This is an optimization exercise on Yosys and OpenROAD, whose aim is a short achievable clock period and few clock cycles, not a production implementation. Function was checked by simulation only, so behaviour that the tests miss may differ from the original.

gamma:
// processor
module processor(
    input clock,
    input rst,
    input [31:0] instruction,
    output [31:0] current_PC,
    output mem_read,
    output mem_write,
    output [31:0]  address,
    output [31:0] mem_write_data,
    input [31:0] mem_read_data,
    output reg_write,
    output [4:0] rd,
    output reg [31:0] to_REG_WRITE_DATA
    );
    localparam NB = 16;                
    localparam TB = 14;                
    integer i;
    reg  [30:2] pc_o;                  
    reg         pc_o31;                
    reg  [31:2] pc_i;                  
    reg  [TB+1:2] pc_b;                
    reg         v_e;
    reg  [31:2] pc_e;
    reg  [31:2] pcp4_e;
    reg  [31:0] a_e, b_e, sd_e;
    reg  [31:0] imm_e;
    reg         fa_e, fb_e, fs_e;      
    reg         fl_e;                  
    reg  [4:0]  rd_e;
    reg         wr_e, ld_e, st_e, br_e, jal_e, jalr_e;
    reg  [4:0]  rs1_e;
    reg         ret_e;                 
    reg  [5:0]  bty_e;                 
  ...
Size in the first run: roughly 130000 sq um of cells after synthesis.
Settings: LEC_CHECK=0, CAP_MARGIN=20, CORE_MARGIN=2, CORE_UTILIZATION=40, SLEW_MARGIN=20, SYNTH_HIERARCHICAL=1; clock period 11.5 ns.
standard.sh (not shown) runs the stock make flow with config.mk's settings and CLKGATE_MAP_FILE= SYNTH_SCRIPT=/design/flow/synth_recipe.tcl, a recipe that flattens the netlist after the stock synthesis.
==> flow/flow/run.sh <==
#!/bin/bash
# Layout flow: the standard ORFS flow (standard.sh, which runs the
# standard synthesis script), with these settings on make's command line:
#  - DONT_USE_CELLS: the platform's list (dont_use_platform.txt) plus slow
#    many-input cells, full and half adder cells and the size-0 cells
#    (dont_use_slow.txt), so that abc maps the logic with faster cells;
#  - the port buffers are buf_4 cells;
set -euo pipefail
cd "$(dirname "$0")/.."
SETUP_MARGIN=8.5
DONT_USE="$(cat flow/dont_use_platform.txt flow/dont_use_slow.txt | tr '\n' ' ')"
bash standard.sh \
  "DONT_USE_CELLS=$DONT_USE" \
  "BUFFER_PORTS_ARGS=-buffer_cell sky130_fd_sc_hd__buf_4" \
  "SETUP_SLACK_MARGIN=$SETUP_MARGIN" \
  "TNS_END_PERCENT=100" \
  finish > standard.log 2>&1
==> flow/flow/dont_use_platform.txt <==
sky130_fd_sc_hd__probe_p_8
sky130_fd_sc_hd__probec_p_8
sky130_fd_sc_hd__lpflow_bleeder_1
sky130_fd_sc_hd__lpflow_clkbufkapwr_1
sky130_fd_sc_hd__lpflow_clkbufkapwr_16
sky130_fd_sc_hd__lpflow_clkbufkapwr_2
sky130_fd_sc_hd__lpflow_clkbufkapwr_4
sky130_fd_sc_hd__lpflow_clkbufkapwr_8
sky130_fd_sc_hd__lpflow_clkinvkapwr_1
sky130_fd_sc_hd__lpflow_clkinvkapwr_16
sky130_fd_sc_hd__lpflow_clkinvkapwr_2
sky130_fd_sc_hd__lpflow_clkinvkapwr_4
sky130_fd_sc_hd__lpflow_clkinvkapwr_8
sky130_fd_sc_hd__lpflow_decapkapwr_12
sky130_fd_sc_hd__lpflow_decapkapwr_3
sky130_fd_sc_hd__lpflow_decapkapwr_4
sky130_fd_sc_hd__lpflow_decapkapwr_6
sky130_fd_sc_hd__lpflow_decapkapwr_8
sky130_fd_sc_hd__lpflow_inputiso0n_1
sky130_fd_sc_hd__lpflow_inputiso0p_1
sky130_fd_sc_hd__lpflow_inputiso1n_1
sky130_fd_sc_hd__lpflow_inputiso1p_1
sky130_fd_sc_hd__lpflow_inputisolatch_1
sky130_fd_sc_hd__lpflow_isobufsrc_1
sky130_fd_sc_hd__lpflow_isobufsrc_16
sky130_fd_sc_hd__lpflow_isobufsrc_2
sky130_fd_sc_hd__lpflow_isobufsrc_4
sky130_fd_sc_hd__lpflow_isobufsrc_8
sky130_fd_sc_hd__lpflow_isobufsrckapwr_16
sky130_fd_sc_hd__lpflow_lsbuf_lh_hl_isowell_tap_1
sky130_fd_sc_hd__lpflow_lsbuf_lh_hl_isowell_tap_2
sky130_fd_sc_hd__lpflow_lsbuf_lh_hl_isowell_tap_4
sky130_fd_sc_hd__lpflow_lsbuf_lh_isowell_4
sky130_fd_sc_hd__lpflow_lsbuf_lh_isowell_tap_1
sky130_fd_sc_hd__lpflow_lsbuf_lh_isowell_tap_2
sky130_fd_sc_hd__lpflow_lsbuf_lh_isowell_tap_4
==> flow/flow/dont_use_slow.txt <==
sky130_fd_sc_hd__a2111o_1
sky130_fd_sc_hd__a2111o_2
sky130_fd_sc_hd__a2111o_4
sky130_fd_sc_hd__a2111oi_0
sky130_fd_sc_hd__a2111oi_1
sky130_fd_sc_hd__a2111oi_2
sky130_fd_sc_hd__a2111oi_4
sky130_fd_sc_hd__a221o_1
sky130_fd_sc_hd__a221o_2
sky130_fd_sc_hd__a221o_4
sky130_fd_sc_hd__a222oi_1
sky130_fd_sc_hd__a311o_1
sky130_fd_sc_hd__a311o_2
sky130_fd_sc_hd__a311o_4
sky130_fd_sc_hd__fa_1
sky130_fd_sc_hd__fa_2
sky130_fd_sc_hd__fa_4
sky130_fd_sc_hd__fah_1
sky130_fd_sc_hd__fahcin_1
sky130_fd_sc_hd__fahcon_1
sky130_fd_sc_hd__maj3_1
sky130_fd_sc_hd__maj3_2
sky130_fd_sc_hd__maj3_4
sky130_fd_sc_hd__mux4_1
sky130_fd_sc_hd__mux4_2
sky130_fd_sc_hd__mux4_4
sky130_fd_sc_hd__nor4_1
sky130_fd_sc_hd__nor4_2
sky130_fd_sc_hd__nor4b_1
sky130_fd_sc_hd__nor4b_2
sky130_fd_sc_hd__nor4b_4
sky130_fd_sc_hd__nor4bb_1
sky130_fd_sc_hd__nor4bb_2
sky130_fd_sc_hd__nor4bb_4
sky130_fd_sc_hd__o311a_1
sky130_fd_sc_hd__o311a_2
sky130_fd_sc_hd__o311a_4
sky130_fd_sc_hd__o32a_1
sky130_fd_sc_hd__o32a_2
sky130_fd_sc_hd__o32a_4
sky130_fd_sc_hd__o41a_1
sky130_fd_sc_hd__o41a_2
sky130_fd_sc_hd__o41a_4
sky130_fd_sc_hd__o41ai_1
sky130_fd_sc_hd__o41ai_2
sky130_fd_sc_hd__o41ai_4
sky130_fd_sc_hd__or3_1
sky130_fd_sc_hd__or3_2
sky130_fd_sc_hd__or3_4
sky130_fd_sc_hd__or3b_1
sky130_fd_sc_hd__or3b_2
sky130_fd_sc_hd__or3b_4
sky130_fd_sc_hd__or4_1
sky130_fd_sc_hd__or4_2
sky130_fd_sc_hd__or4_4
sky130_fd_sc_hd__or4b_1
sky130_fd_sc_hd__or4b_2
sky130_fd_sc_hd__or4b_4
sky130_fd_sc_hd__or4bb_1
sky130_fd_sc_hd__or4bb_2
sky130_fd_sc_hd__or4bb_4
sky130_fd_sc_hd__xnor3_1
sky130_fd_sc_hd__xnor3_2
sky130_fd_sc_hd__xnor3_4
sky130_fd_sc_hd__xor3_1
sky130_fd_sc_hd__xor3_2
sky130_fd_sc_hd__xor3_4
sky130_fd_sc_hd__a21boi_0
sky130_fd_sc_hd__and2_0
sky130_fd_sc_hd__o21ai_0
sky130_fd_sc_hd__o311ai_0
sky130_fd_sc_hd__or2_0
sky130_fd_sc_hd__ha_1
sky130_fd_sc_hd__ha_2
sky130_fd_sc_hd__ha_4
The layout from gamma, despite a flow that completed every stage, fails the layout checks, with the failing checks listed as antenna rules.
Testbench counts of gamma, summed over its fixed seeds: cycles 27,822.
diff inputs: gamma => alpha
diff --git a/flow/design.v b/flow/design.v
--- a/flow/design.v
+++ b/flow/design.v
@@ -108,18 +108,18 @@
                     .A(A), .B(B), .SD(SDr));
     assign SD = fl_e ? mem_read_data : SDr;
     wire [31:0] sum, diff, rest;
     wire        borrow;
     adder      add_i (.inA(A), .inB(B), .out(sum));
     subtractor sub_i (.inA(A), .inB(B), .out(diff), .borrow(borrow));
     ALU alu_i (.A(A), .B(B), .sel({sel_e[10], sel_e[8:2]}), .imm(imm_e),
                .link({pcp4_e, 2'b00}), .result(rest));
-    wire lt  = (A[31] == B[31]) ? diff[31] : A[31];
-    wire ltu = borrow;
+    wire eq_AB, lt, ltu;
+    compare cmp_AB (.x(A), .y(B), .eq(eq_AB), .lt(lt), .ltu(ltu));
     wire [31:0] res_e = ({32{sel_e[0]}} & sum) | ({32{sel_e[1]}} & diff) | ({32{sel_e[9]}} & prel)
                       | {31'd0, (sel_e[11] & lt) | (sel_e[12] & ltu)} | rest;
     wire [2:0] eq3, lt3, ltu3;
     compare cmp_aa (.x(a_e),   .y(b_e),   .eq(eq3[0]), .lt(lt3[0]), .ltu(ltu3[0]));
     compare cmp_ra (.x(res_m), .y(b_e),   .eq(eq3[1]), .lt(lt3[1]), .ltu(ltu3[1]));
     compare cmp_ar (.x(a_e),   .y(res_m), .eq(eq3[2]), .lt(lt3[2]), .ltu(ltu3[2]));
     wire cond;
     ALU_controller br_i (.fa(fa_e), .fb(fb_e), .eq(eq3), .lt(lt3), .ltu(ltu3),
@@ -130,26 +130,27 @@
     wire [31:2] jt = fa_e ? jt_r[31:2] : jt_a[31:2];
     wire jok_a, jok_r, ptgt_ok;
     imm_gen jca_i (.x(a_e),   .y(b_e), .k(ptgt_e), .equal(jok_a));
     imm_gen jcr_i (.x(res_m), .y(b_e), .k(ptgt_e), .equal(jok_r));
     imm_gen ptc_i (.x({pc_e, 2'b00}), .y(imm_e), .k(ptgt_e), .equal(ptgt_ok));
     wire jok = fa_e ? jok_r : jok_a;
     wire taken_e = jal_e || jalr_e || (br_e && cond);
     wire [31:2] atgt_e = jalr_e ? jt : prel[31:2];    
-    wire [31:2] rt1, rt0, rtgt, npc;
+    wire [31:2] rt1, rt0, npc1, npc0, npc;
     wire        red1, red0, redirect_ex;
     incrementer inc_i (.pc(pc_f), .pcp4(pcp4_f));
     redirect red_i (.rst(rst), .v(v_e), .br(br_e), .jal(jal_e), .jalr(jalr_e), .pt(pt_e), .tgt_ok(ptgt_ok),
                     .jalr_ok(jok), .prel(prel[31:2]), .pcp4_e(pcp4_e), .jt(jt),
                     .target_if_taken(rt1), .target_if_not(rt0),
                     .redirect_if_taken(red1), .redirect_if_not(red0));
-    multiplexor #(.W(30)) m_rt   (.control(cond), .inA(rt0), .inB(rt1), .out(rtgt));
+    multiplexor #(.W(30)) m_n1   (.control(red1), .inA(fd_next), .inB(rt1), .out(npc1));
+    multiplexor #(.W(30)) m_n0   (.control(red0), .inA(fd_next), .inB(rt0), .out(npc0));
+    multiplexor #(.W(30)) m_npc  (.control(cond), .inA(npc0), .inB(npc1), .out(npc));
     multiplexor #(.W(1))  m_red  (.control(cond), .inA(red0), .inB(red1), .out(redirect_ex));
-    multiplexor #(.W(30)) m_npc  (.control(redirect_ex), .inA(fd_next), .inB(rtgt), .out(npc));
     assign address = addr_o;
     assign mem_read = mrd_o;
     assign mem_write = mwr_o;
     assign mem_write_data = sd_m;
     assign reg_write = rw_o;
     assign rd = rd_o;
     always @* to_REG_WRITE_DATA = wd_o;
     reg [NB-1:0] um;
Findings:
The final reports for alpha and gamma show buffer count from post-CTS setup fixing lower in the former. Total standard cell area after synthesis: alpha > gamma. alpha did not finish; the tool stopped in 5_1_grt with error GRT-0232. Changes observed in alpha relative to gamma: number of cells produced by synthesis went up about 2.3%; HPWL after detailed placement went down 12%. Per the comparison of alpha with gamma, pre-CTS worst setup slack decreased by 0.35 ns relative to the old numbers, weighted congestion at the end of routability-driven global placement increased by 3.1% relative to the old numbers.
Testbench counts of alpha, summed over its fixed seeds: cycles 27,822.

port drivers added, routing unchanged:
No port has a modelled driver above. Below, the same layout with a new extraction and two added sets of constraints. Step 1, drivers: a clkbuf_16 drives clock and a buf_2 each remaining input, both assumed. Step 2 moves the port delays by t, midway between the first and last clock arrival at a register: inputs arrive t later, outputs are due t later. That takes back most of the time a late clock gives input paths. a / b / c = no drivers / after step 1 / after step 2; a / b = the first two.
run: gamma
t, ns: 1.069
slack for setup (ns): 7.577 / 7.577 / 6.508
worst register clock-pin slew, ns: 0.08 / 0.08
For gamma, drivers alone change the setup slack by 0.000 ns; drivers and shift together by -1.069 ns.
